This design comes from an exercise in tuning for small area, a short achievable clock period and few clock cycles on the open sky130 flow, not from production work. Function was checked by simulation only, so behaviour that the tests miss may differ from the original.

--- flow/make_args.txt ---
SETUP_SLACK_MARGIN=7.0
PLACE_DENSITY=0.62
BUFFER_PORTS_ARGS=-buffer_cell sky130_fd_sc_hd__buf_2
--- standard.sh ---
#!/bin/bash
# synth_recipe.tcl (not shown) runs the flow's synth.tcl, then flattens the netlist and writes it again
# the make line also repeats each setting of config.mk as NAME=value (left out here)
make -C /OpenROAD-flow-scripts/flow DESIGN_CONFIG=/design/flow/config.mk WORK_HOME=/design/flow/orfs CLKGATE_MAP_FILE= SYNTH_SCRIPT=/design/flow/synth_recipe.tcl "${@:-finish}"
--- design.v ---
module geofence ( clk,reset,X,Y,valid,is_inside);
input clk;
input reset;
input [9:0] X;
input [9:0] Y;
output valid;
output is_inside;
reg [3:0] cnt;
reg [9:0] ox, oy;
reg v_sx, v_sy, a_sx, a_sy, b_sx, b_sy;
reg [9:0] v_mx, v_my, a_mx, a_my, b_mx, b_my;
reg [11:0] v_3x, v_3y;
reg ins_r;
wire le1, eq1, le2, eq2;
xcmp u_x1(.am(a_mx), .vm(v_my), .v3m(v_3y), .an(a_my), .vn(v_mx), .v3n(v_3x), .le(le1), .eq(eq1));
xcmp u_x2(.am(b_mx), .vm(v_my), .v3m(v_3y), .an(b_my), .vn(v_mx), .v3n(v_3x), .le(le2), .eq(eq2));
function [1:0] cross_sign;
    input p_sx, p_sy;
    input [9:0] p_mx, p_my;
    input q_sx, q_sy;
    input [9:0] q_mx, q_my;
    input le, eq;
    reg sp, sq, zp, zq;
    begin
        sp = p_sx ^ q_sy;
        sq = p_sy ^ q_sx;
        zp = (p_mx == 10'd0) || (q_my == 10'd0);
        zq = (p_my == 10'd0) || (q_mx == 10'd0);
        case ({sp, sq})
            2'b00: cross_sign = {le && !eq, eq};
            2'b11: cross_sign = {!le, eq};
            2'b01: cross_sign = {1'b0, zp && zq};
            2'b10: cross_sign = {!(zp && zq), zp && zq};
        endcase
    end
endfunction
wire [1:0] c1 = cross_sign(a_sx, a_sy, a_mx, a_my, v_sx, v_sy, v_mx, v_my, le1, eq1);
wire [1:0] c2 = cross_sign(b_sx, b_sy, b_mx, b_my, v_sx, v_sy, v_mx, v_my, le2, eq2);
wire s1n = c1[1], s1z = c1[0];
wire s2n = c2[1], s2z = c2[0];
wire s1p = !s1n && !s1z;
wire s2p = !s2n && !s2z;
wire same = (a_sx == v_sx && a_mx != 10'd0 && v_mx != 10'd0) ||
            (a_sy == v_sy && a_my != 10'd0 && v_my != 10'd0);
wire hit = (s1n && !s2n) || (s1z && s2p) || (s1z && s2z && !same);
wire load = (cnt == 4'd2);
assign valid = (cnt == 4'd8);
assign is_inside = ins_r;
wire [9:0] mx, my;
wire [11:0] m3x, m3y;
wire nx, ny;    
absx u_ax(.x(X), .o(ox), .m(mx), .m3(m3x), .neg(nx));
absx u_ay(.x(Y), .o(oy), .m(my), .m3(m3y), .neg(ny));
always @(posedge clk or posedge reset) begin
    if (reset)
        cnt <= 4'd0;
    else
        cnt <= (cnt == 4'd8) ? 4'd0 : cnt + 4'd1;
end
always @(posedge clk) begin
    if (cnt == 4'd0) begin
        ox <= X;
        oy <= Y;
    end
    v_sx <= nx;
    v_sy <= ny;
    v_mx <= mx;
    v_my <= my;
    v_3x <= m3x;
    v_3y <= m3y;
    if (load || (s1n && s2n)) begin
        a_sx <= v_sx; a_sy <= v_sy; a_mx <= v_mx; a_my <= v_my;
    end
    if (load || (s1p && s2p)) begin
        b_sx <= v_sx; b_sy <= v_sy; b_mx <= v_mx; b_my <= v_my;
    end
    ins_r <= !load && (ins_r || hit);
end
endmodule
module xcmp(am, vm, v3m, an, vn, v3n, le, eq);
input [9:0] am, vm, an, vn;
input [11:0] v3m, v3n;
output le, eq;
wire s1;
wire s2;
wire s3;
wire p4;
wire p5;
wire p6;
wire p7;
wire p8;
wire p9;
wire p10;
wire p11;
wire p12;
wire p13;
wire p14;
wire p15;
wire s16;
wire s17;
wire s18;
wire p19;
wire p20;
wire p21;
wire p22;
wire p23;
wire p24;
wire p25;
wire p26;
wire p27;
wire p28;
wire p29;
wire p30;
wire s31;
wire s32;
wire s33;
wire p34;
wire p35;
wire p36;
wire p37;
wire p38;
wire p39;
wire p40;
wire p41;
wire p42;
wire p43;
wire p44;
wire p45;
wire s46;
wire s47;
wire s48;
wire p49;
wire p50;
wire p51;
wire p52;
wire p53;
wire p54;
wire p55;
wire p56;
wire p57;
wire p58;
wire p59;
wire p60;
wire s61;
wire s62;
wire s63;
wire p64;
wire p65;
wire p66;
wire p67;
wire p68;
wire p69;
wire p70;
wire p71;
wire p72;
wire p73;
wire p74;
wire p75;
wire s76;
wire s77;
wire s78;
wire p79;
wire p80;
wire p81;
wire p82;
wire p83;
wire p84;
wire p85;
wire p86;
wire p87;
wire p88;
wire p89;
wire p90;
wire s91;
wire s92;
wire s93;
wire p94;
wire p95;
wire p96;
wire p97;
wire p98;
wire p99;
wire p100;
wire p101;
wire p102;
wire p103;
wire p104;
wire p105;
wire s106;
wire s107;
wire s108;
wire p109;
wire p110;
wire p111;
wire p112;
wire p113;
wire p114;
wire p115;
wire p116;
wire p117;
wire p118;
wire p119;
wire p120;
wire s121;
wire s122;
wire s123;
wire p124;
wire p125;
wire p126;
wire p127;
wire p128;
wire p129;
wire p130;
wire p131;
wire p132;
wire p133;
wire p134;
wire p135;
wire s136;
wire s137;
wire s138;
wire p139;
wire p140;
wire p141;
wire p142;
wire p143;
wire p144;
wire p145;
wire p146;
wire p147;
wire p148;
wire p149;
wire p150;
wire s151;
wire c152;
wire s153;
wire c154;
wire s155;
wire c156;
wire s157;
wire c158;
wire s159;
wire c160;
wire s161;
wire c162;
wire s163;
wire c164;
wire s165;
wire c166;
wire s167;
wire c168;
wire s169;
wire c170;
wire s171;
wire c172;
wire s173;
wire c174;
wire s175;
wire c176;
wire s177;
wire c178;
wire s179;
wire c180;
wire s181;
wire c182;
wire s183;
wire c184;
wire s185;
wire c186;
wire s187;
wire c188;
wire s189;
wire c190;
wire s191;
wire c192;
wire s193;
wire c194;
wire s195;
wire c196;
wire s197;
wire c198;
wire s199;
wire c200;
wire s201;
wire c202;
wire s203;
wire c204;
wire s205;
wire c206;
wire s207;
wire c208;
wire s209;
wire c210;
wire s211;
wire c212;
wire s213;
wire c214;
wire s215;
wire c216;
wire s217;
wire c218;
wire s219;
wire c220;
wire s221;
wire c222;
wire s223;
wire c224;
wire s225;
wire c226;
wire s227;
wire c228;
wire s229;
wire c230;
wire s231;
wire c232;
wire s233;
wire c234;
wire s235;
wire c236;
wire s237;
wire c238;
wire s239;
wire c240;
wire s241;
wire c242;
wire s243;
wire c244;
wire s245;
wire c246;
wire s247;
wire c248;
wire s249;
wire c250;
wire s251;
wire c252;
wire s253;
wire c254;
wire s255;
wire c256;
wire s257;
wire c258;
wire s259;
wire c260;
wire s261;
wire c262;
wire s263;
wire c264;
wire s265;
wire c266;
wire s267;
wire c268;
wire s269;
wire c270;
wire s271;
wire c272;
wire s273;
wire c274;
wire s275;
wire c276;
wire s277;
wire c278;
wire s279;
wire c280;
wire s281;
wire c282;
wire s283;
wire c284;
wire s285;
wire c286;
wire s287;
wire c288;
wire s289;
wire c290;
wire s291;
wire c292;
wire s293;
wire c294;
wire s295;
wire c296;
wire s297;
wire c298;
wire s299;
wire c300;
wire s301;
wire c302;
wire s303;
wire c304;
wire s305;
wire c306;
wire s307;
wire c308;
wire s309;
wire c310;
wire s311;
wire c312;
wire s313;
wire c314;
wire s315;
wire c316;
wire s317;
wire c318;
wire s319;
wire c320;
wire s321;
wire c322;
wire s323;
wire c324;
wire s325;
wire c326;
wire s327;
wire c328;
wire s329;
wire c330;
wire s331;
wire c332;
wire s333;
wire c334;
wire s335;
wire c336;
wire s337;
wire c338;
wire s339;
wire c340;
wire s341;
wire c342;
wire s343;
wire c344;
wire s345;
wire c346;
wire s347;
wire c348;
wire s349;
wire c350;
wire p351;
wire g352;
wire p353;
wire g354;
wire p355;
wire g356;
wire p357;
wire g358;
wire p359;
wire g360;
wire p361;
wire g362;
wire p363;
wire g364;
wire p365;
wire g366;
wire p367;
wire g368;
wire p369;
wire g370;
wire p371;
wire g372;
wire p373;
wire g374;
wire p375;
wire g376;
wire p377;
wire g378;
wire p379;
wire g380;
wire p381;
wire g382;
wire p383;
wire g384;
wire p385;
wire g386;
wire p387;
wire g388;
wire p389;
wire g390;
wire p391;
wire g392;
dec4 uds1(.a0(am[0]), .a1(am[1]), .s1(s1), .s2(s2), .s3(s3));
an2 up4(.a(am[0]), .b(vm[0]), .y(p4));
pp3 up5(.a1(s1), .a2(vm[1]), .b1(s2), .b2(vm[0]), .c1(s3), .c2(v3m[1]), .y(p5));
pp3 up6(.a1(s1), .a2(vm[2]), .b1(s2), .b2(vm[1]), .c1(s3), .c2(v3m[2]), .y(p6));
pp3 up7(.a1(s1), .a2(vm[3]), .b1(s2), .b2(vm[2]), .c1(s3), .c2(v3m[3]), .y(p7));
pp3 up8(.a1(s1), .a2(vm[4]), .b1(s2), .b2(vm[3]), .c1(s3), .c2(v3m[4]), .y(p8));
pp3 up9(.a1(s1), .a2(vm[5]), .b1(s2), .b2(vm[4]), .c1(s3), .c2(v3m[5]), .y(p9));
pp3 up10(.a1(s1), .a2(vm[6]), .b1(s2), .b2(vm[5]), .c1(s3), .c2(v3m[6]), .y(p10));
pp3 up11(.a1(s1), .a2(vm[7]), .b1(s2), .b2(vm[6]), .c1(s3), .c2(v3m[7]), .y(p11));
pp3 up12(.a1(s1), .a2(vm[8]), .b1(s2), .b2(vm[7]), .c1(s3), .c2(v3m[8]), .y(p12));
pp3 up13(.a1(s1), .a2(vm[9]), .b1(s2), .b2(vm[8]), .c1(s3), .c2(v3m[9]), .y(p13));
pp2 up14(.a1(s2), .a2(vm[9]), .b1(s3), .b2(v3m[10]), .y(p14));
an2 up15(.a(s3), .b(v3m[11]), .y(p15));
dec4 uds16(.a0(am[2]), .a1(am[3]), .s1(s16), .s2(s17), .s3(s18));
an2 up19(.a(am[2]), .b(vm[0]), .y(p19));
pp3 up20(.a1(s16), .a2(vm[1]), .b1(s17), .b2(vm[0]), .c1(s18), .c2(v3m[1]), .y(p20));
pp3 up21(.a1(s16), .a2(vm[2]), .b1(s17), .b2(vm[1]), .c1(s18), .c2(v3m[2]), .y(p21));
pp3 up22(.a1(s16), .a2(vm[3]), .b1(s17), .b2(vm[2]), .c1(s18), .c2(v3m[3]), .y(p22));
pp3 up23(.a1(s16), .a2(vm[4]), .b1(s17), .b2(vm[3]), .c1(s18), .c2(v3m[4]), .y(p23));
pp3 up24(.a1(s16), .a2(vm[5]), .b1(s17), .b2(vm[4]), .c1(s18), .c2(v3m[5]), .y(p24));
pp3 up25(.a1(s16), .a2(vm[6]), .b1(s17), .b2(vm[5]), .c1(s18), .c2(v3m[6]), .y(p25));
pp3 up26(.a1(s16), .a2(vm[7]), .b1(s17), .b2(vm[6]), .c1(s18), .c2(v3m[7]), .y(p26));
pp3 up27(.a1(s16), .a2(vm[8]), .b1(s17), .b2(vm[7]), .c1(s18), .c2(v3m[8]), .y(p27));
pp3 up28(.a1(s16), .a2(vm[9]), .b1(s17), .b2(vm[8]), .c1(s18), .c2(v3m[9]), .y(p28));
pp2 up29(.a1(s17), .a2(vm[9]), .b1(s18), .b2(v3m[10]), .y(p29));
an2 up30(.a(s18), .b(v3m[11]), .y(p30));
dec4 uds31(.a0(am[4]), .a1(am[5]), .s1(s31), .s2(s32), .s3(s33));
an2 up34(.a(am[4]), .b(vm[0]), .y(p34));
pp3 up35(.a1(s31), .a2(vm[1]), .b1(s32), .b2(vm[0]), .c1(s33), .c2(v3m[1]), .y(p35));
pp3 up36(.a1(s31), .a2(vm[2]), .b1(s32), .b2(vm[1]), .c1(s33), .c2(v3m[2]), .y(p36));
pp3 up37(.a1(s31), .a2(vm[3]), .b1(s32), .b2(vm[2]), .c1(s33), .c2(v3m[3]), .y(p37));
pp3 up38(.a1(s31), .a2(vm[4]), .b1(s32), .b2(vm[3]), .c1(s33), .c2(v3m[4]), .y(p38));
pp3 up39(.a1(s31), .a2(vm[5]), .b1(s32), .b2(vm[4]), .c1(s33), .c2(v3m[5]), .y(p39));
pp3 up40(.a1(s31), .a2(vm[6]), .b1(s32), .b2(vm[5]), .c1(s33), .c2(v3m[6]), .y(p40));
pp3 up41(.a1(s31), .a2(vm[7]), .b1(s32), .b2(vm[6]), .c1(s33), .c2(v3m[7]), .y(p41));
pp3 up42(.a1(s31), .a2(vm[8]), .b1(s32), .b2(vm[7]), .c1(s33), .c2(v3m[8]), .y(p42));
pp3 up43(.a1(s31), .a2(vm[9]), .b1(s32), .b2(vm[8]), .c1(s33), .c2(v3m[9]), .y(p43));
pp2 up44(.a1(s32), .a2(vm[9]), .b1(s33), .b2(v3m[10]), .y(p44));
an2 up45(.a(s33), .b(v3m[11]), .y(p45));
dec4 uds46(.a0(am[6]), .a1(am[7]), .s1(s46), .s2(s47), .s3(s48));
an2 up49(.a(am[6]), .b(vm[0]), .y(p49));
pp3 up50(.a1(s46), .a2(vm[1]), .b1(s47), .b2(vm[0]), .c1(s48), .c2(v3m[1]), .y(p50));
pp3 up51(.a1(s46), .a2(vm[2]), .b1(s47), .b2(vm[1]), .c1(s48), .c2(v3m[2]), .y(p51));
pp3 up52(.a1(s46), .a2(vm[3]), .b1(s47), .b2(vm[2]), .c1(s48), .c2(v3m[3]), .y(p52));
pp3 up53(.a1(s46), .a2(vm[4]), .b1(s47), .b2(vm[3]), .c1(s48), .c2(v3m[4]), .y(p53));
pp3 up54(.a1(s46), .a2(vm[5]), .b1(s47), .b2(vm[4]), .c1(s48), .c2(v3m[5]), .y(p54));
pp3 up55(.a1(s46), .a2(vm[6]), .b1(s47), .b2(vm[5]), .c1(s48), .c2(v3m[6]), .y(p55));
pp3 up56(.a1(s46), .a2(vm[7]), .b1(s47), .b2(vm[6]), .c1(s48), .c2(v3m[7]), .y(p56));
pp3 up57(.a1(s46), .a2(vm[8]), .b1(s47), .b2(vm[7]), .c1(s48), .c2(v3m[8]), .y(p57));
pp3 up58(.a1(s46), .a2(vm[9]), .b1(s47), .b2(vm[8]), .c1(s48), .c2(v3m[9]), .y(p58));
pp2 up59(.a1(s47), .a2(vm[9]), .b1(s48), .b2(v3m[10]), .y(p59));
an2 up60(.a(s48), .b(v3m[11]), .y(p60));
dec4 uds61(.a0(am[8]), .a1(am[9]), .s1(s61), .s2(s62), .s3(s63));
an2 up64(.a(am[8]), .b(vm[0]), .y(p64));
pp3 up65(.a1(s61), .a2(vm[1]), .b1(s62), .b2(vm[0]), .c1(s63), .c2(v3m[1]), .y(p65));
pp3 up66(.a1(s61), .a2(vm[2]), .b1(s62), .b2(vm[1]), .c1(s63), .c2(v3m[2]), .y(p66));
pp3 up67(.a1(s61), .a2(vm[3]), .b1(s62), .b2(vm[2]), .c1(s63), .c2(v3m[3]), .y(p67));
pp3 up68(.a1(s61), .a2(vm[4]), .b1(s62), .b2(vm[3]), .c1(s63), .c2(v3m[4]), .y(p68));
pp3 up69(.a1(s61), .a2(vm[5]), .b1(s62), .b2(vm[4]), .c1(s63), .c2(v3m[5]), .y(p69));
pp3 up70(.a1(s61), .a2(vm[6]), .b1(s62), .b2(vm[5]), .c1(s63), .c2(v3m[6]), .y(p70));
pp3 up71(.a1(s61), .a2(vm[7]), .b1(s62), .b2(vm[6]), .c1(s63), .c2(v3m[7]), .y(p71));
pp3 up72(.a1(s61), .a2(vm[8]), .b1(s62), .b2(vm[7]), .c1(s63), .c2(v3m[8]), .y(p72));
pp3 up73(.a1(s61), .a2(vm[9]), .b1(s62), .b2(vm[8]), .c1(s63), .c2(v3m[9]), .y(p73));
pp2 up74(.a1(s62), .a2(vm[9]), .b1(s63), .b2(v3m[10]), .y(p74));
an2 up75(.a(s63), .b(v3m[11]), .y(p75));
dec4 uds76(.a0(an[0]), .a1(an[1]), .s1(s76), .s2(s77), .s3(s78));
nd2 up79(.a(an[0]), .b(vn[0]), .y(p79));
pp3n up80(.a1(s76), .a2(vn[1]), .b1(s77), .b2(vn[0]), .c1(s78), .c2(v3n[1]), .y(p80));
pp3n up81(.a1(s76), .a2(vn[2]), .b1(s77), .b2(vn[1]), .c1(s78), .c2(v3n[2]), .y(p81));
pp3n up82(.a1(s76), .a2(vn[3]), .b1(s77), .b2(vn[2]), .c1(s78), .c2(v3n[3]), .y(p82));
pp3n up83(.a1(s76), .a2(vn[4]), .b1(s77), .b2(vn[3]), .c1(s78), .c2(v3n[4]), .y(p83));
pp3n up84(.a1(s76), .a2(vn[5]), .b1(s77), .b2(vn[4]), .c1(s78), .c2(v3n[5]), .y(p84));
pp3n up85(.a1(s76), .a2(vn[6]), .b1(s77), .b2(vn[5]), .c1(s78), .c2(v3n[6]), .y(p85));
pp3n up86(.a1(s76), .a2(vn[7]), .b1(s77), .b2(vn[6]), .c1(s78), .c2(v3n[7]), .y(p86));
pp3n up87(.a1(s76), .a2(vn[8]), .b1(s77), .b2(vn[7]), .c1(s78), .c2(v3n[8]), .y(p87));
pp3n up88(.a1(s76), .a2(vn[9]), .b1(s77), .b2(vn[8]), .c1(s78), .c2(v3n[9]), .y(p88));
pp2n up89(.a1(s77), .a2(vn[9]), .b1(s78), .b2(v3n[10]), .y(p89));
nd2 up90(.a(s78), .b(v3n[11]), .y(p90));
dec4 uds91(.a0(an[2]), .a1(an[3]), .s1(s91), .s2(s92), .s3(s93));
nd2 up94(.a(an[2]), .b(vn[0]), .y(p94));
pp3n up95(.a1(s91), .a2(vn[1]), .b1(s92), .b2(vn[0]), .c1(s93), .c2(v3n[1]), .y(p95));
pp3n up96(.a1(s91), .a2(vn[2]), .b1(s92), .b2(vn[1]), .c1(s93), .c2(v3n[2]), .y(p96));
pp3n up97(.a1(s91), .a2(vn[3]), .b1(s92), .b2(vn[2]), .c1(s93), .c2(v3n[3]), .y(p97));
pp3n up98(.a1(s91), .a2(vn[4]), .b1(s92), .b2(vn[3]), .c1(s93), .c2(v3n[4]), .y(p98));
pp3n up99(.a1(s91), .a2(vn[5]), .b1(s92), .b2(vn[4]), .c1(s93), .c2(v3n[5]), .y(p99));
pp3n up100(.a1(s91), .a2(vn[6]), .b1(s92), .b2(vn[5]), .c1(s93), .c2(v3n[6]), .y(p100));
pp3n up101(.a1(s91), .a2(vn[7]), .b1(s92), .b2(vn[6]), .c1(s93), .c2(v3n[7]), .y(p101));
pp3n up102(.a1(s91), .a2(vn[8]), .b1(s92), .b2(vn[7]), .c1(s93), .c2(v3n[8]), .y(p102));
pp3n up103(.a1(s91), .a2(vn[9]), .b1(s92), .b2(vn[8]), .c1(s93), .c2(v3n[9]), .y(p103));
pp2n up104(.a1(s92), .a2(vn[9]), .b1(s93), .b2(v3n[10]), .y(p104));
nd2 up105(.a(s93), .b(v3n[11]), .y(p105));
dec4 uds106(.a0(an[4]), .a1(an[5]), .s1(s106), .s2(s107), .s3(s108));
nd2 up109(.a(an[4]), .b(vn[0]), .y(p109));
pp3n up110(.a1(s106), .a2(vn[1]), .b1(s107), .b2(vn[0]), .c1(s108), .c2(v3n[1]), .y(p110));
pp3n up111(.a1(s106), .a2(vn[2]), .b1(s107), .b2(vn[1]), .c1(s108), .c2(v3n[2]), .y(p111));
pp3n up112(.a1(s106), .a2(vn[3]), .b1(s107), .b2(vn[2]), .c1(s108), .c2(v3n[3]), .y(p112));
pp3n up113(.a1(s106), .a2(vn[4]), .b1(s107), .b2(vn[3]), .c1(s108), .c2(v3n[4]), .y(p113));
pp3n up114(.a1(s106), .a2(vn[5]), .b1(s107), .b2(vn[4]), .c1(s108), .c2(v3n[5]), .y(p114));
pp3n up115(.a1(s106), .a2(vn[6]), .b1(s107), .b2(vn[5]), .c1(s108), .c2(v3n[6]), .y(p115));
pp3n up116(.a1(s106), .a2(vn[7]), .b1(s107), .b2(vn[6]), .c1(s108), .c2(v3n[7]), .y(p116));
pp3n up117(.a1(s106), .a2(vn[8]), .b1(s107), .b2(vn[7]), .c1(s108), .c2(v3n[8]), .y(p117));
pp3n up118(.a1(s106), .a2(vn[9]), .b1(s107), .b2(vn[8]), .c1(s108), .c2(v3n[9]), .y(p118));
pp2n up119(.a1(s107), .a2(vn[9]), .b1(s108), .b2(v3n[10]), .y(p119));
nd2 up120(.a(s108), .b(v3n[11]), .y(p120));
dec4 uds121(.a0(an[6]), .a1(an[7]), .s1(s121), .s2(s122), .s3(s123));
nd2 up124(.a(an[6]), .b(vn[0]), .y(p124));
pp3n up125(.a1(s121), .a2(vn[1]), .b1(s122), .b2(vn[0]), .c1(s123), .c2(v3n[1]), .y(p125));
pp3n up126(.a1(s121), .a2(vn[2]), .b1(s122), .b2(vn[1]), .c1(s123), .c2(v3n[2]), .y(p126));
pp3n up127(.a1(s121), .a2(vn[3]), .b1(s122), .b2(vn[2]), .c1(s123), .c2(v3n[3]), .y(p127));
pp3n up128(.a1(s121), .a2(vn[4]), .b1(s122), .b2(vn[3]), .c1(s123), .c2(v3n[4]), .y(p128));
pp3n up129(.a1(s121), .a2(vn[5]), .b1(s122), .b2(vn[4]), .c1(s123), .c2(v3n[5]), .y(p129));
pp3n up130(.a1(s121), .a2(vn[6]), .b1(s122), .b2(vn[5]), .c1(s123), .c2(v3n[6]), .y(p130));
pp3n up131(.a1(s121), .a2(vn[7]), .b1(s122), .b2(vn[6]), .c1(s123), .c2(v3n[7]), .y(p131));
pp3n up132(.a1(s121), .a2(vn[8]), .b1(s122), .b2(vn[7]), .c1(s123), .c2(v3n[8]), .y(p132));
pp3n up133(.a1(s121), .a2(vn[9]), .b1(s122), .b2(vn[8]), .c1(s123), .c2(v3n[9]), .y(p133));
pp2n up134(.a1(s122), .a2(vn[9]), .b1(s123), .b2(v3n[10]), .y(p134));
nd2 up135(.a(s123), .b(v3n[11]), .y(p135));
dec4 uds136(.a0(an[8]), .a1(an[9]), .s1(s136), .s2(s137), .s3(s138));
nd2 up139(.a(an[8]), .b(vn[0]), .y(p139));
pp3n up140(.a1(s136), .a2(vn[1]), .b1(s137), .b2(vn[0]), .c1(s138), .c2(v3n[1]), .y(p140));
pp3n up141(.a1(s136), .a2(vn[2]), .b1(s137), .b2(vn[1]), .c1(s138), .c2(v3n[2]), .y(p141));
pp3n up142(.a1(s136), .a2(vn[3]), .b1(s137), .b2(vn[2]), .c1(s138), .c2(v3n[3]), .y(p142));
pp3n up143(.a1(s136), .a2(vn[4]), .b1(s137), .b2(vn[3]), .c1(s138), .c2(v3n[4]), .y(p143));
pp3n up144(.a1(s136), .a2(vn[5]), .b1(s137), .b2(vn[4]), .c1(s138), .c2(v3n[5]), .y(p144));
pp3n up145(.a1(s136), .a2(vn[6]), .b1(s137), .b2(vn[5]), .c1(s138), .c2(v3n[6]), .y(p145));
pp3n up146(.a1(s136), .a2(vn[7]), .b1(s137), .b2(vn[6]), .c1(s138), .c2(v3n[7]), .y(p146));
pp3n up147(.a1(s136), .a2(vn[8]), .b1(s137), .b2(vn[7]), .c1(s138), .c2(v3n[8]), .y(p147));
pp3n up148(.a1(s136), .a2(vn[9]), .b1(s137), .b2(vn[8]), .c1(s138), .c2(v3n[9]), .y(p148));
pp2n up149(.a1(s137), .a2(vn[9]), .b1(s138), .b2(v3n[10]), .y(p149));
nd2 up150(.a(s138), .b(v3n[11]), .y(p150));
xn2 us151(.a(p64), .b(p87), .y(s151));
or2 uc152(.a(p64), .b(p87), .y(c152));
fa3 us153(.a(p88), .b(p101), .c(p114), .s(s153), .co(c154));
fa3 us155(.a(p14), .b(p89), .c(p102), .s(s155), .co(c156));
fa3 us157(.a(p15), .b(p90), .c(p103), .s(s157), .co(c158));
assign s159 = ~p29;
assign c160 = p29;
assign s161 = ~p30;
assign c162 = p30;
assign s163 = ~p34;
assign c164 = p34;
ha2 us165(.a(p84), .b(p97), .s(s165), .co(c166));
xn2 us167(.a(p49), .b(p85), .y(s167));
or2 uc168(.a(p49), .b(p85), .y(c168));
fa3 us169(.a(p98), .b(p111), .c(p124), .s(s169), .co(c170));
fa3 us171(.a(p86), .b(p99), .c(p112), .s(s171), .co(c172));
fa3 us173(.a(p125), .b(p11), .c(p24), .s(s173), .co(c174));
fa3 us175(.a(p100), .b(p113), .c(p126), .s(s175), .co(c176));
fa3 us177(.a(p139), .b(p12), .c(p25), .s(s177), .co(c178));
ha2 us179(.a(p38), .b(p51), .s(s179), .co(c180));
fa3 us181(.a(p127), .b(p140), .c(p13), .s(s181), .co(c182));
fa3 us183(.a(p26), .b(p39), .c(p52), .s(s183), .co(c184));
fa3 us185(.a(p65), .b(c152), .c(s153), .s(s185), .co(c186));
fa3 us187(.a(p115), .b(p128), .c(p141), .s(s187), .co(c188));
fa3 us189(.a(p27), .b(p40), .c(p53), .s(s189), .co(c190));
fa3 us191(.a(p66), .b(c154), .c(s155), .s(s191), .co(c192));
fa3 us193(.a(p116), .b(p129), .c(p142), .s(s193), .co(c194));
fa3 us195(.a(p28), .b(p41), .c(p54), .s(s195), .co(c196));
fa3 us197(.a(p67), .b(c156), .c(s157), .s(s197), .co(c198));
fa3 us199(.a(p104), .b(p117), .c(p130), .s(s199), .co(c200));
fa3 us201(.a(p143), .b(p42), .c(p55), .s(s201), .co(c202));
fa3 us203(.a(p68), .b(s159), .c(c158), .s(s203), .co(c204));
fa3 us205(.a(p105), .b(p118), .c(p131), .s(s205), .co(c206));
fa3 us207(.a(p144), .b(p43), .c(p56), .s(s207), .co(c208));
fa3 us209(.a(p69), .b(c160), .c(s161), .s(s209), .co(c210));
fa3 us211(.a(p44), .b(p119), .c(p132), .s(s211), .co(c212));
fa3 us213(.a(p145), .b(p57), .c(p70), .s(s213), .co(c214));
xn2 us215(.a(p45), .b(p120), .y(s215));
or2 uc216(.a(p45), .b(p120), .y(c216));
ha2 us217(.a(p133), .b(p146), .s(s217), .co(c218));
assign s219 = ~p19;
assign c220 = p19;
ha2 us221(.a(p82), .b(p95), .s(s221), .co(c222));
fa3 us223(.a(p83), .b(p96), .c(p109), .s(s223), .co(c224));
ha2 us225(.a(p8), .b(p21), .s(s225), .co(c226));
fa3 us227(.a(p110), .b(p9), .c(p22), .s(s227), .co(c228));
fa3 us229(.a(p35), .b(c164), .c(s165), .s(s229), .co(c230));
fa3 us231(.a(p10), .b(p23), .c(p36), .s(s231), .co(c232));
fa3 us233(.a(s167), .b(c166), .c(s169), .s(s233), .co(c234));
fa3 us235(.a(p37), .b(p50), .c(c168), .s(s235), .co(c236));
fa3 us237(.a(c170), .b(s171), .c(s173), .s(s237), .co(c238));
fa3 us239(.a(s151), .b(c172), .c(s175), .s(s239), .co(c240));
fa3 us241(.a(s179), .b(c174), .c(s177), .s(s241), .co(c242));
fa3 us243(.a(c180), .b(c176), .c(c178), .s(s243), .co(c244));
fa3 us245(.a(s181), .b(s183), .c(s185), .s(s245), .co(c246));
fa3 us247(.a(s187), .b(c182), .c(c184), .s(s247), .co(c248));
fa3 us249(.a(s189), .b(c186), .c(s191), .s(s249), .co(c250));
fa3 us251(.a(c188), .b(s193), .c(c190), .s(s251), .co(c252));
fa3 us253(.a(s195), .b(c192), .c(s197), .s(s253), .co(c254));
fa3 us255(.a(c194), .b(s199), .c(c196), .s(s255), .co(c256));
fa3 us257(.a(s201), .b(s203), .c(c198), .s(s257), .co(c258));
fa3 us259(.a(c200), .b(s205), .c(c202), .s(s259), .co(c260));
fa3 us261(.a(s207), .b(s209), .c(c204), .s(s261), .co(c262));
fa3 us263(.a(c162), .b(c206), .c(s211), .s(s263), .co(c264));
fa3 us265(.a(c208), .b(s213), .c(c210), .s(s265), .co(c266));
fa3 us267(.a(p58), .b(p71), .c(s215), .s(s267), .co(c268));
fa3 us269(.a(s217), .b(c212), .c(c214), .s(s269), .co(c270));
fa3 us271(.a(p59), .b(p134), .c(p147), .s(s271), .co(c272));
fa3 us273(.a(p72), .b(c216), .c(c218), .s(s273), .co(c274));
xn2 us275(.a(p60), .b(p135), .y(s275));
or2 uc276(.a(p60), .b(p135), .y(c276));
ha2 us277(.a(p148), .b(p73), .s(s277), .co(c278));
ha2 us279(.a(p81), .b(p94), .s(s279), .co(c280));
fa3 us281(.a(p7), .b(p20), .c(c220), .s(s281), .co(c282));
fa3 us283(.a(c222), .b(s163), .c(s223), .s(s283), .co(c284));
fa3 us285(.a(c226), .b(c224), .c(s227), .s(s285), .co(c286));
fa3 us287(.a(c228), .b(s231), .c(c230), .s(s287), .co(c288));
fa3 us289(.a(c232), .b(s235), .c(c234), .s(s289), .co(c290));
fa3 us291(.a(c236), .b(s239), .c(c238), .s(s291), .co(c292));
fa3 us293(.a(c240), .b(s243), .c(c242), .s(s293), .co(c294));
fa3 us295(.a(c244), .b(s247), .c(c246), .s(s295), .co(c296));
fa3 us297(.a(c248), .b(s251), .c(c250), .s(s297), .co(c298));
fa3 us299(.a(c252), .b(s255), .c(s257), .s(s299), .co(c300));
fa3 us301(.a(c256), .b(s259), .c(s261), .s(s301), .co(c302));
fa3 us303(.a(c260), .b(s263), .c(s265), .s(s303), .co(c304));
fa3 us305(.a(s267), .b(c264), .c(s269), .s(s305), .co(c306));
fa3 us307(.a(s271), .b(c268), .c(s273), .s(s307), .co(c308));
fa3 us309(.a(s275), .b(c272), .c(s277), .s(s309), .co(c310));
fa3 us311(.a(p74), .b(p149), .c(c276), .s(s311), .co(c312));
assign s313 = ~p75;
assign c314 = p75;
ha2 us315(.a(p6), .b(s219), .s(s315), .co(c316));
fa3 us317(.a(c280), .b(s221), .c(s281), .s(s317), .co(c318));
fa3 us319(.a(s225), .b(c282), .c(s283), .s(s319), .co(c320));
fa3 us321(.a(s229), .b(c284), .c(s285), .s(s321), .co(c322));
fa3 us323(.a(s233), .b(c286), .c(s287), .s(s323), .co(c324));
fa3 us325(.a(c288), .b(s237), .c(s289), .s(s325), .co(c326));
fa3 us327(.a(s241), .b(c290), .c(s291), .s(s327), .co(c328));
fa3 us329(.a(s245), .b(c292), .c(s293), .s(s329), .co(c330));
fa3 us331(.a(s249), .b(c294), .c(s295), .s(s331), .co(c332));
fa3 us333(.a(s253), .b(c296), .c(s297), .s(s333), .co(c334));
fa3 us335(.a(c254), .b(c298), .c(s299), .s(s335), .co(c336));
fa3 us337(.a(c258), .b(s301), .c(c300), .s(s337), .co(c338));
fa3 us339(.a(c262), .b(s303), .c(c302), .s(s339), .co(c340));
fa3 us341(.a(c266), .b(s305), .c(c304), .s(s341), .co(c342));
fa3 us343(.a(c270), .b(s307), .c(c306), .s(s343), .co(c344));
fa3 us345(.a(c274), .b(s309), .c(c308), .s(s345), .co(c346));
fa3 us347(.a(c278), .b(s311), .c(c310), .s(s347), .co(c348));
fa3 us349(.a(p150), .b(s313), .c(c312), .s(s349), .co(c350));
ha2 up351(.a(p4), .b(p79), .s(p351), .co(g352));
ha2 up353(.a(p80), .b(p5), .s(p353), .co(g354));
ha2 up355(.a(s279), .b(s315), .s(p355), .co(g356));
ha2 up357(.a(s317), .b(c316), .s(p357), .co(g358));
ha2 up359(.a(s319), .b(c318), .s(p359), .co(g360));
ha2 up361(.a(s321), .b(c320), .s(p361), .co(g362));
ha2 up363(.a(s323), .b(c322), .s(p363), .co(g364));
ha2 up365(.a(s325), .b(c324), .s(p365), .co(g366));
ha2 up367(.a(s327), .b(c326), .s(p367), .co(g368));
ha2 up369(.a(s329), .b(c328), .s(p369), .co(g370));
ha2 up371(.a(s331), .b(c330), .s(p371), .co(g372));
ha2 up373(.a(s333), .b(c332), .s(p373), .co(g374));
ha2 up375(.a(s335), .b(c334), .s(p375), .co(g376));
ha2 up377(.a(s337), .b(c336), .s(p377), .co(g378));
ha2 up379(.a(s339), .b(c338), .s(p379), .co(g380));
ha2 up381(.a(s341), .b(c340), .s(p381), .co(g382));
ha2 up383(.a(s343), .b(c342), .s(p383), .co(g384));
ha2 up385(.a(s345), .b(c344), .s(p385), .co(g386));
ha2 up387(.a(s347), .b(c346), .s(p387), .co(g388));
ha2 up389(.a(s349), .b(c348), .s(p389), .co(g390));
ha2 up391(.a(c314), .b(c350), .s(p391), .co(g392));
wire [20:0] g0 = {g392, g390, g388, g386, g384, g382, g380, g378, g376, g374, g372, g370, g368, g366, g364, g362, g360, g358, g356, g354, g352};
wire [20:0] p0 = {p391, p389, p387, p385, p383, p381, p379, p377, p375, p373, p371, p369, p367, p365, p363, p361, p359, p357, p355, p353, p351};
csz u_sz(.g0(g0), .p0(p0), .le(le), .eq(eq));
endmodule
module csz(g0, p0, le, eq);
input [20:0] g0, p0;
output le, eq;
wire [19:0] g1, p1, g2, p2, g3, p3, g4, p4, g5, p5;
genvar i;
generate for (i = 0; i < 20; i = i + 1) begin : pf
    if (i % 2 == 1) begin
        assign g1[i] = g0[i] | (p0[i] & g0[i - 1]);
        assign p1[i] = p0[i] & p0[i - 1];
    end else begin
        assign g1[i] = g0[i]; assign p1[i] = p0[i];
    end
    if (i % 4 >= 2) begin
        assign g2[i] = g1[i] | (p1[i] & g1[i - i % 4 + 1]);
        assign p2[i] = p1[i] & p1[i - i % 4 + 1];
    end else begin
        assign g2[i] = g1[i]; assign p2[i] = p1[i];
    end
    if (i % 8 >= 4) begin
        assign g3[i] = g2[i] | (p2[i] & g2[i - i % 8 + 3]);
        assign p3[i] = p2[i] & p2[i - i % 8 + 3];
    end else begin
        assign g3[i] = g2[i]; assign p3[i] = p2[i];
    end
    if (i % 16 >= 8) begin
        assign g4[i] = g3[i] | (p3[i] & g3[i - i % 16 + 7]);
        assign p4[i] = p3[i] & p3[i - i % 16 + 7];
    end else begin
        assign g4[i] = g3[i]; assign p4[i] = p3[i];
    end
    if (i % 32 >= 16) begin
        assign g5[i] = g4[i] | (p4[i] & g4[i - i % 32 + 15]);
        assign p5[i] = p4[i] & p4[i - i % 32 + 15];
    end else begin
        assign g5[i] = g4[i]; assign p5[i] = p4[i];
    end
end endgenerate
assign le = p0[20] ^ g5[19];
assign eq = &p0;
endmodule
module dec4(a0, a1, s1, s2, s3);
input a0, a1;
output s1, s2, s3;
assign s1 = a0 & ~a1;
assign s2 = ~a0 & a1;
assign s3 = a0 & a1;
endmodule
module pp3(a1, a2, b1, b2, c1, c2, y);
input a1, a2, b1, b2, c1, c2;
output y;
assign y = (a1 & a2) | (b1 & b2) | (c1 & c2);
endmodule
module pp3n(a1, a2, b1, b2, c1, c2, y);
input a1, a2, b1, b2, c1, c2;
output y;
assign y = ~((a1 & a2) | (b1 & b2) | (c1 & c2));
endmodule
module pp2(a1, a2, b1, b2, y);
input a1, a2, b1, b2;
output y;
assign y = (a1 & a2) | (b1 & b2);
endmodule
module pp2n(a1, a2, b1, b2, y);
input a1, a2, b1, b2;
output y;
assign y = ~((a1 & a2) | (b1 & b2));
endmodule
module an2(a, b, y);
input a, b;
output y;
assign y = a & b;
endmodule
module nd2(a, b, y);
input a, b;
output y;
assign y = ~(a & b);
endmodule
module xn2(a, b, y);
input a, b;
output y;
assign y = ~(a ^ b);
endmodule
module or2(a, b, y);
input a, b;
output y;
assign y = a | b;
endmodule
module fa3(a, b, c, s, co);
input a, b, c;
output s, co;
assign s = a ^ b ^ c;
assign co = (a & b) | (c & (a ^ b));
endmodule
module ha2(a, b, s, co);
input a, b;
output s, co;
assign s = a ^ b;
assign co = a & b;
endmodule
module absx(x, o, m, m3, neg);
input [9:0] x, o;
output neg;
output [9:0] m;
output [11:0] m3;
wire [9:0] g = x & ~o;
wire [9:0] p = ~(x ^ o);
wire [9:0] G1, P1, G2, P2, G3, P3, G4, P4;
genvar i;
generate for (i = 0; i < 10; i = i + 1) begin : pf
    if (i % 2 == 1) begin
        assign G1[i] = g[i] | (p[i] & g[i-1]); assign P1[i] = p[i] & p[i-1];
    end else begin assign G1[i] = g[i]; assign P1[i] = p[i]; end
    if (i % 4 >= 2) begin
        assign G2[i] = G1[i] | (P1[i] & G1[i - i%4 + 1]); assign P2[i] = P1[i] & P1[i - i%4 + 1];
    end else begin assign G2[i] = G1[i]; assign P2[i] = P1[i]; end
    if (i % 8 >= 4) begin
        assign G3[i] = G2[i] | (P2[i] & G2[i - i%8 + 3]); assign P3[i] = P2[i] & P2[i - i%8 + 3];
    end else begin assign G3[i] = G2[i]; assign P3[i] = P2[i]; end
    if (i % 16 >= 8) begin
        assign G4[i] = G3[i] | (P3[i] & G3[i - i%16 + 7]); assign P4[i] = P3[i] & P3[i - i%16 + 7];
    end else begin assign G4[i] = G3[i]; assign P4[i] = P3[i]; end
end endgenerate
wire co = G4[9];            
assign neg = ~co;
wire [9:0] c = {G4[8:0] | (P4[8:0] & {9{co}}), co};
assign m = p ^ c ^ {10{~co}};
wire [10:0] a3 = {1'b0, m};
wire [10:0] b3 = {m, 1'b0};
wire [10:0] h = a3 ^ b3;
wire [10:0] k = a3 & b3;
wire [10:0] K1, Q1, K2, Q2, K3, Q3, K4, Q4;
generate for (i = 0; i < 11; i = i + 1) begin : pf3
    if (i % 2 == 1) begin
        assign K1[i] = k[i] | (h[i] & k[i-1]); assign Q1[i] = h[i] & h[i-1];
    end else begin assign K1[i] = k[i]; assign Q1[i] = h[i]; end
    if (i % 4 >= 2) begin
        assign K2[i] = K1[i] | (Q1[i] & K1[i - i%4 + 1]); assign Q2[i] = Q1[i] & Q1[i - i%4 + 1];
    end else begin assign K2[i] = K1[i]; assign Q2[i] = Q1[i]; end
    if (i % 8 >= 4) begin
        assign K3[i] = K2[i] | (Q2[i] & K2[i - i%8 + 3]); assign Q3[i] = Q2[i] & Q2[i - i%8 + 3];
    end else begin assign K3[i] = K2[i]; assign Q3[i] = Q2[i]; end
    if (i % 16 >= 8) begin
        assign K4[i] = K3[i] | (Q3[i] & K3[i - i%16 + 7]); assign Q4[i] = Q3[i] & Q3[i - i%16 + 7];
    end else begin assign K4[i] = K3[i]; assign Q4[i] = Q3[i]; end
end endgenerate
assign m3 = {K4[10], h ^ {K4[9:0], 1'b0}};
endmodule
--- flow/run.sh ---
#!/bin/bash
# The standard layout (standard.sh, ORFS's own steps), with two changes made
# through make variables, one per line in flow/make_args.txt:
#  - ORFS's timing repair aims for a setup slack of SETUP_SLACK_MARGIN ns,
#    i.e. a shorter period than the constraint's, instead of the default 0;
#  - the port buffers that ORFS inserts are a plain buffer cell instead of the
#    delay cell buffer_ports picks by itself.
set -euo pipefail
mapfile -t ARGS < flow/make_args.txt
bash standard.sh "${ARGS[@]}" finish > make_finish.log 2>&1
--- config.mk ---
export PLATFORM = sky130hd
export DESIGN_NAME = geofence
export DESIGN_NICKNAME = geofence
export VERILOG_FILES = /design/flow/design.v
export SDC_FILE = /design/flow/constraint.sdc
export NUM_CORES = 4
export LEC_CHECK = 0
export CAP_MARGIN = 20
export CORE_MARGIN = 2
export CORE_UTILIZATION = 55
export CTS_BUF_LIST = sky130_fd_sc_hd__clkbuf_4 sky130_fd_sc_hd__clkbuf_8
export SLEW_MARGIN = 20
export SYNTH_HIERARCHICAL = 1
export SYNTH_MINIMUM_KEEP_SIZE = 0
--- constraint.sdc ---
create_clock -name core_clock -period 13.0 [get_ports {clk}]
set_input_delay 2.6000 -clock core_clock [delete_from_list [all_inputs] [get_ports {clk}]]
set_output_delay 2.6000 -clock core_clock [all_outputs]
set_load 0.01 [all_outputs]
==> impl_metrics.py, run 1 <==
metrics = {
    "run_status": {
        "outcome": "complete, no violations",
    },
    "floorplanning": {
        "ioPinCount": 24,
        "fp.coreArea_um2": 23600,
        "initial_utilization": 0.564,
        "rows": 56,
        "die_w_um": 160,
        "fp.dieH_um": 160,
        "die_area_um2": 25500,
    },
    "sta": {
        "fmax_mhz": 173,
        "tightest_slew_ps": 1270,
        "setup_viol": 0,
        "clock-skew-final_ps": 12.6,
        "period_minus_slack_ps": 5790,
        "slew_headroom": 0.150,
        "setup_ws_ps": 7210,
        "final_max_slew_viol_count": 0,
        "hold_violations": 0,
        "fin_tns_setup_ps": 0,
        "fin_hold_ws_ps": 496,
        "rsz0062_at_grt": "no",
        "period_share": 0.445,
    },
    "routing": {
        "routed_wl_um": 41100,
        "viasPerCell": 7.04,
        "firstDrtPassIters": 15,
        "vias": 11500,
        "ant_nets": 0,
        "first_iter_violations": 2592,
        "wl_per_cell_um": 25.2,
        "drc": 0,
    },
    "global_routing": {
        "grt_pass1_wl_um": 63400,
        "grt_usage": 0.323,
        "antenna_found_initial": 1,
        "grt_start_max_net_pins": 24,
        "gr-total-overflow": 0,
        "grt_pass1_vias": 11600,
    },
    "worst_hold_path": {
        "hold_class": "flop to flop",
        "hold_depth": 1,
    },
    "clocking": {
        "cts.clk_slew.worst_paths_ps": 80,
        "ctsHoldBuffers": 0,
        "cts_root_buf": "clkbuf_8",
        "clkSinkCount": 113,
        "htree_num_levels": 4,
        "clk_latency_ps": 440,
        "clockBufferDepth": 2,
        "cts_made_buffers": 17,
        "cts_tree": "done",
    },
    "setup_path": {
        "r2r_slack_ps": 7210,
        "end_kind": "flop",
        "cp-start-kind": "flop",
        "crit_required_ps": 13150,
        "path_max_fanout": 23,
        "crit_type": "flop to flop",
        "reg2reg_depth": 17,
        "cp_data_arrival_time_ps": 5940,
    },
    "place": {
        "preCtsSetupSlack_ps": 6540,
        "port_buffers": 23,
        "post-place-cells": 1586,
        "dp_hpwl_um": 28900,
        "gp_congestion": 0.890,
    },
    "synthesis": {
        "synth_nets": 1514,
        "syn-instance-count": 1229,
        "syn-cell-area_um2": 13300,
        "ys_warn_count": 7,
        "syn_area_per_cell_um2": 10.8,
    },
    "final_layout": {
        "final_util": 0.620,
        "layout-drive-gt1-share": 0.151,
        "areaGrowthSynthToFinish_pct": 9.88,
        "layout.nets": 1585,
        "insertedDiodeCount": 0,
        "final_common_cell": "a222oi_1",
        "layoutNonFillerInstCount": 1632,
        "final_cell_mix": "a222oi_1, fa_1, inv_1, ha_1, nand2_1",
    },
    "flow_run": {
        "max_cap_viol_count": 0,
    },
}
-- flip-flops by register name, summed over array words and instances, names as in the netlist --
name   count
a_mx      10
a_my      10
a_sx       1
a_sy       1
b_mx      10
b_my      10
b_sx       1
b_sy       1
cnt        4
ins_r      1
ox        10
oy        10
v_3x      11
v_3y      11
v_mx      10
v_my      10
v_sx       1
v_sy       1
-- path summary, 6_finish.rpt --
path	startpoint	end
min in group asynchronous	reset	cnt[2]
min reg2reg	cnt[0]	cnt[0]
max	v_my[2]	b_mx[4]
max reg2reg	v_my[2]	b_mx[4]
max in group asynchronous	reset	cnt[0]
min	cnt[0]	cnt[0]
-- cell type report --
cell class                      count  area [um2]
Inverter                          154         578
Clock buffer                       18         248
Fill cell                        2008        8980
Clock inverter                     14         155
Tap cell                          319         399
Multi-Input combinational cell    965       10000
Sequential cell                   113        2930
Timing Repair Buffer               49         310
-- stage by stage --
step / cell area (um2)
final: 14600
after global routing: 14600
after CTS: 14400
after detailed placement: 13900
after global placement: 13900
after floorplan: 13300
-- what timing repair did --
action                     CTS  global route
resized for setup            8            34
cloned                       0             5
setup endpoints to repair   44            50
buffers inserted             0             9
pin swaps                    0            16
-- critical path, stage by stage, from the launching register on --
cell and delay (ps):
dfxtp_1 1170, a222oi_1 290, inv_1 230, fa_1 430, fa_1 390, fa_1 500
fa_1 420, ha_1 310, nand2_1 90, nor3_2 190, nand3_1 110, and3_1 220
nor4_4 290, nor3_1 100, a31oi_1 200, o21ai_2 140, nor2_4 190, a21o_4 210
-- layer usage --
metal  vias to the layer above  global-route usage  share of wire  wire, um
met2                       879               0.477           0.43     17700
met5                         -                   0              0         0
li1                       4965                   -              -         -
met1                      5501               0.417           0.37     15200
met3                       147               0.126           0.15      6190
met4                         0               0.155          0.049      2010
Testbench counts, summed over its fixed seeds: cycles 21,600.
==> inputs of run 2 (changes only) <==
==> flow/make_args.txt (replaced) <==
SETUP_SLACK_MARGIN=6.75
PLACE_DENSITY=0.62
BUFFER_PORTS_ARGS=-buffer_cell sky130_fd_sc_hd__buf_2
==> run 2 against run 1 <==
Sequential share of layout area up 0.26 points. Cell count decreased by 0.80%. Critical path depth stayed put. Flip-flop and latch count unchanged. Utilization is 0.85 points lower. Die area is the same. Via count down 1.2%. Highest routed layer unchanged. Synthesized cell count unchanged. Still clean on timing, DRC and antenna.
==> impl_metrics.py, run 2 <==
metrics = {
    "setup_path": {
        "cp_data_arrival_time_ps": 6200,
        "reg2reg_depth": 17,
        "r2r-start": "v_my[6]",
        "crit_type": "flop to flop",
        "path_max_fanout": 23,
        "cp-start-kind": "flop",
        "end_kind": "flop",
        "crit_start": "v_my[6]",
        "crit_required_ps": 13130,
    },
    "clocking": {
        "clkSinkCount": 113,
        "cts_made_buffers": 17,
        "cts.clk_slew.worst_paths_ps": 80,
        "cts_root_buf": "clkbuf_8",
        "postCtsSetupBuffers": 0,
        "clockBufferDepth": 2,
        "htree_num_levels": 4,
        "clk_latency_ps": 440,
        "cts_tree": "done",
    },
    "global_routing": {
        "antenna_found_initial": 1,
        "grt_usage": 0.322,
        "grt_pass1_wl_um": 63200,
        "grt_start_max_net_pins": 24,
        "gr-total-overflow": 0,
        "grt_pass1_vias": 11600,
    },
    "final_layout": {
        "layout-drive-gt1-share": 0.132,
        "layoutNonFillerInstCount": 1619,
        "final_common_cell": "a222oi_1",
        "insertedDiodeCount": 0,
        "areaGrowthSynthToFinish_pct": 8.37,
        "top_regs": "v_3x (11), v_3y (11)",
        "final_cell_mix": "a222oi_1, fa_1, inv_1, ha_1, nand2_1",
        "layout.nets": 1572,
    },
    "sta": {
        "fin_tns_setup_ps": 0,
        "rsz0062_at_grt": "yes",
        "fmax_mhz": 165,
        "tightest_slew_ps": 1380,
        "hold_violations": 0,
        "slew_headroom": 0.0800,
        "period_share": 0.467,
        "setup_viol": 0,
        "final_max_slew_viol_count": 0,
        "period_minus_slack_ps": 6060,
        "clock-skew-final_ps": 13.5,
    },
    "routing": {
        "wl_per_cell_um": 25.0,
        "drc": 0,
        "ant_nets": 0,
        "viasPerCell": 7.01,
        "firstDrtPassIters": 15,
        "first_iter_violations": 2546,
        "vias": 11400,
        "routed_wl_um": 40500,
    },
    "synthesis": {
        "synth_nets": 1514,
        "syn-cell-area_um2": 13300,
        "syn_area_per_cell_um2": 10.8,
        "ys_warn_count": 7,
        "syn-instance-count": 1229,
    },
    "place": {
        "gp_congestion": 0.890,
        "post-place-cells": 1586,
        "port_buffers": 23,
        "dp_hpwl_um": 28900,
    },
    "worst_hold_path": {
        "hp-start": "cnt[0]",
        "hold_class": "flop to flop",
        "hold_depth": 1,
    },
    "floorplanning": {
        "initial_utilization": 0.564,
        "fp.dieH_um": 160,
        "rows": 56,
        "die_area_um2": 25500,
        "die_w_um": 160,
        "fp.coreArea_um2": 23600,
        "ioPinCount": 24,
    },
    "flow_run": {
        "max_cap_viol_count": 0,
    },
    "run_status": {
        "outcome": "complete, no violations",
    },
}
-- run 2: cell type report --
class / count / area [um2]
inverter: 154 / 578
clock inverter: 14 / 155
clock buffer: 18 / 248
sequential: 113 / 2920
timing repair buffer: 40 / 243
tap: 319 / 399
multi-input combinational: 961 / 9890
fill: 2037 / 9180
-- run 2: worst paths after layout --
kind	to	slack (ps)
max reg2reg	b_mx[4]	6940
max in group asynchronous	cnt[0]	10830
max	b_mx[4]	6940
min	cnt[0]	500
min in group asynchronous	cnt[2]	2020
min reg2reg	cnt[0]	500
-- run 2: metrics by stage --
step	setup WS (ps)	hold WS, ps	util	cell area (um2)
finish	6940	496	0.611	14400
floorplan	7190	454	-	13300
global route	6740	546	0.611	14400
global placement	6590	477	0.591	13900
CTS	6750	497	0.608	14300
detailed placement	6540	490	0.591	13900
-- run 2: metal layers --
metal,wire length (um),global-route usage,vias to the layer above,part of all wire
met1,15000,0.417,5431,0.37
met2,17500,0.475,849,0.43
li1,-,-,4930,-
met3,6060,0.126,143,0.15
met5,0,0,-,0
met4,1950,0.154,0,0.048
-- run 2: repair_timing --
action                     4_1_cts  5_1_grt
hold buffers                     0        0
pin swaps                        0        3
gates cloned                     0        1
resized for setup                1       14
setup endpoints to repair       22       46
-- run 2: critical path: stages (launching register included) --
cell      delay (ps)
dfxtp_1         1130
a222oi_1         290
inv_1            140
fa_1             480
fa_1             540
fa_1             440
fa_1             480
ha_1             320
nand4_2          170
nor3_2           240
nand3_1          110
and3_1           220
nor4_4           290
nor3_1           100
a31oi_1          150
o21ai_1          120
nor2_1           260
a21o_4           280
==> inputs of run 3 (changes only) <==
==> flow/make_args.txt (replaced) <==
SETUP_SLACK_MARGIN=7.0
BUFFER_PORTS_ARGS=-buffer_cell sky130_fd_sc_hd__buf_2
--- a/config.mk
+++ b/config.mk
@@ -10,4 +10,5 @@
 export CORE_UTILIZATION = 55
 export CTS_BUF_LIST = sky130_fd_sc_hd__clkbuf_4 sky130_fd_sc_hd__clkbuf_8
+export PLACE_DENSITY = 0.62
 export SLEW_MARGIN = 20
 export SYNTH_HIERARCHICAL = 1
==> run 3 against run 2 <==
Still clean on timing, DRC and antenna. Largest cell class unchanged. Cell count increased by 0.80%. Critical path type unchanged. Via count increased by 1.2%.
==> impl_metrics.py, run 3 <==
metrics = {
    "final_layout": {
        "layoutNonFillerInstCount": 1632,
        "fin_area_um2": 14600,
        "layout-drive-gt1-share": 0.151,
        "top_regs": "v_3x (11), v_3y (11)",
        "final_util": 0.620,
        "insertedDiodeCount": 0,
        "layout.nets": 1585,
        "fillers": 2008,
        "final_cell_mix": "a222oi_1, fa_1, inv_1, ha_1, nand2_1",
        "areaGrowthSynthToFinish_pct": 9.88,
        "final_common_cell": "a222oi_1",
    },
    "global_routing": {
        "antenna_found_initial": 1,
        "grt_pass1_vias": 11600,
        "grt_pass1_wl_um": 63400,
        "grt_usage": 0.323,
        "gr-total-overflow": 0,
        "grt_start_max_net_pins": 24,
    },
    "synthesis": {
        "synth_nets": 1514,
        "syn-instance-count": 1229,
        "ys_warn_count": 7,
        "syn_area_per_cell_um2": 10.8,
        "syn-cell-area_um2": 13300,
    },
    "sta": {
        "fmax_mhz": 173,
        "rsz0062_at_grt": "no",
        "fin_hold_ws_ps": 496,
        "period_minus_slack_ps": 5790,
        "clock-skew-final_ps": 12.6,
        "tightest_slew_ps": 1270,
        "setup_ws_ps": 7210,
        "slew_headroom": 0.150,
        "hold_violations": 0,
        "period_share": 0.445,
        "final_max_slew_viol_count": 0,
        "fin_tns_setup_ps": 0,
        "setup_viol": 0,
    },
    "floorplanning": {
        "die_area_um2": 25500,
        "die_w_um": 160,
        "rows": 56,
        "fp.coreArea_um2": 23600,
        "initial_utilization": 0.564,
        "ioPinCount": 24,
        "fp.dieH_um": 160,
    },
    "worst_hold_path": {
        "hold_path_end": "cnt[0]",
        "hold_class": "flop to flop",
        "hp-start": "cnt[0]",
        "hold_depth": 1,
    },
    "place": {
        "gp_congestion": 0.890,
        "placed_area_um2": 13900,
        "dp_hpwl_um": 28900,
        "post-place-cells": 1586,
        "port_buffers": 23,
        "preCtsSetupSlack_ps": 6540,
    },
    "clocking": {
        "cts.clk_slew.worst_paths_ps": 80,
        "clkSinkCount": 113,
        "cts_made_buffers": 17,
        "clk_latency_ps": 440,
        "cts_tree": "done",
        "htree_num_levels": 4,
        "cts_root_buf": "clkbuf_8",
        "clockBufferDepth": 2,
    },
    "setup_path": {
        "cp_data_arrival_time_ps": 5940,
        "r2r-start": "v_my[2]",
        "reg2reg_depth": 17,
        "path_max_fanout": 23,
        "r2r_slack_ps": 7210,
        "end_kind": "flop",
        "r2r-end": "b_mx[4]",
        "cp-start-kind": "flop",
        "crit_required_ps": 13150,
        "crit_type": "flop to flop",
    },
    "routing": {
        "ant_nets": 0,
        "routed_wl_um": 41100,
        "firstDrtPassIters": 15,
        "vias": 11500,
        "wl_per_cell_um": 25.2,
        "first_iter_violations": 2592,
        "viasPerCell": 7.04,
        "drc": 0,
    },
    "run_status": {
        "outcome": "complete, no violations",
    },
    "flow_run": {
        "max_cap_viol_count": 0,
    },
}
[run 3: changes by cell type in the layout (fill, tap and decap cells not counted), sizes merged]
cell   change
buf        +9
a21o       +2
nand2      +2
[run 3: critical path, cell delays in order, from the launching register on]
cell	delay (ps)
dfxtp_1	1170
a222oi_1	290
inv_1	230
fa_1	430
fa_1	390
fa_1	500
fa_1	420
ha_1	310
nand2_1	90
nor3_2	190
nand3_1	110
and3_1	220
nor4_4	290
nor3_1	100
a31oi_1	200
o21ai_2	140
nor2_4	190
a21o_4	210
[run 3: how the worst max path moves through the flow]
stage	start	to	cells after the start
after detailed placement	b_my[3]	a_my[1]	18
after floorplan	X[2]	v_3x[9]	14
after global placement	b_my[2]	a_my[6]	18
after global routing	a_my[0]	b_mx[4]	19
after CTS	b_my[3]	a_my[8]	18
final	v_my[2]	b_mx[4]	17
[run 3: timing repair]
item,in CTS,in global routing
setup buffers,0,9
endpoints found under the setup margin,44,50
resized for setup,8,34
pin swaps,0,16
gates cloned,0,5
hold buffers,0,0
[run 3: final cells by class]
class / count / area [um2] / share of cell area
tap: 319 / 399 / 0.0273
multi-input combinational: 965 / 10000 / 0.685
timing repair buffer: 49 / 310 / 0.0212
inverter: 154 / 578 / 0.0395
clock inverter: 14 / 155 / 0.0106
clock buffer: 18 / 248 / 0.0169
sequential: 113 / 2930 / 0.200
[run 3: per-layer routing]
| layer | vias up | wire length [um] | global-route usage |
|---|---|---|---|
| met5 | - | 0 | 0 |
| li1 | 4965 | - | - |
| met1 | 5501 | 15200 | 0.417 |
| met4 | 0 | 2010 | 0.155 |
| met2 | 879 | 17700 | 0.477 |
| met3 | 147 | 6190 | 0.126 |

## what the ideal ports hide
No port has a modelled driver above. Below, the same layouts with a new extraction and two added sets of constraints.
Step 1 assumes that a clkbuf_16 drives the clock port and a buf_2 every other input.
Step 2 times the ports against the registers' clock, not the clock port: input delays grow and output delays shrink by t, the midpoint of the rising clock arrivals with the driver on.
Slacks: ideal ports / drivers / drivers and shift; pairs: ideal ports / drivers.
run | shift t [ns] | setup slack, ns | worst hold slack (ns) | latest minus earliest clock arrival (ns) | cell pins on the clock port's net
run 1 | 0.480 | 7.209 / 7.209 / 6.796 | 0.496 / 0.496 / 0.496 | 0.013 / 0.012 | 1
run 2 | 0.475 | 6.935 / 6.935 / 6.672 | 0.496 / 0.496 / 0.496 | 0.014 / 0.014 | 1
run 3 | 0.480 | 7.209 / 7.209 / 6.796 | 0.496 / 0.496 / 0.496 | 0.013 / 0.012 | 1
After both steps every run listed still meets setup and hold.
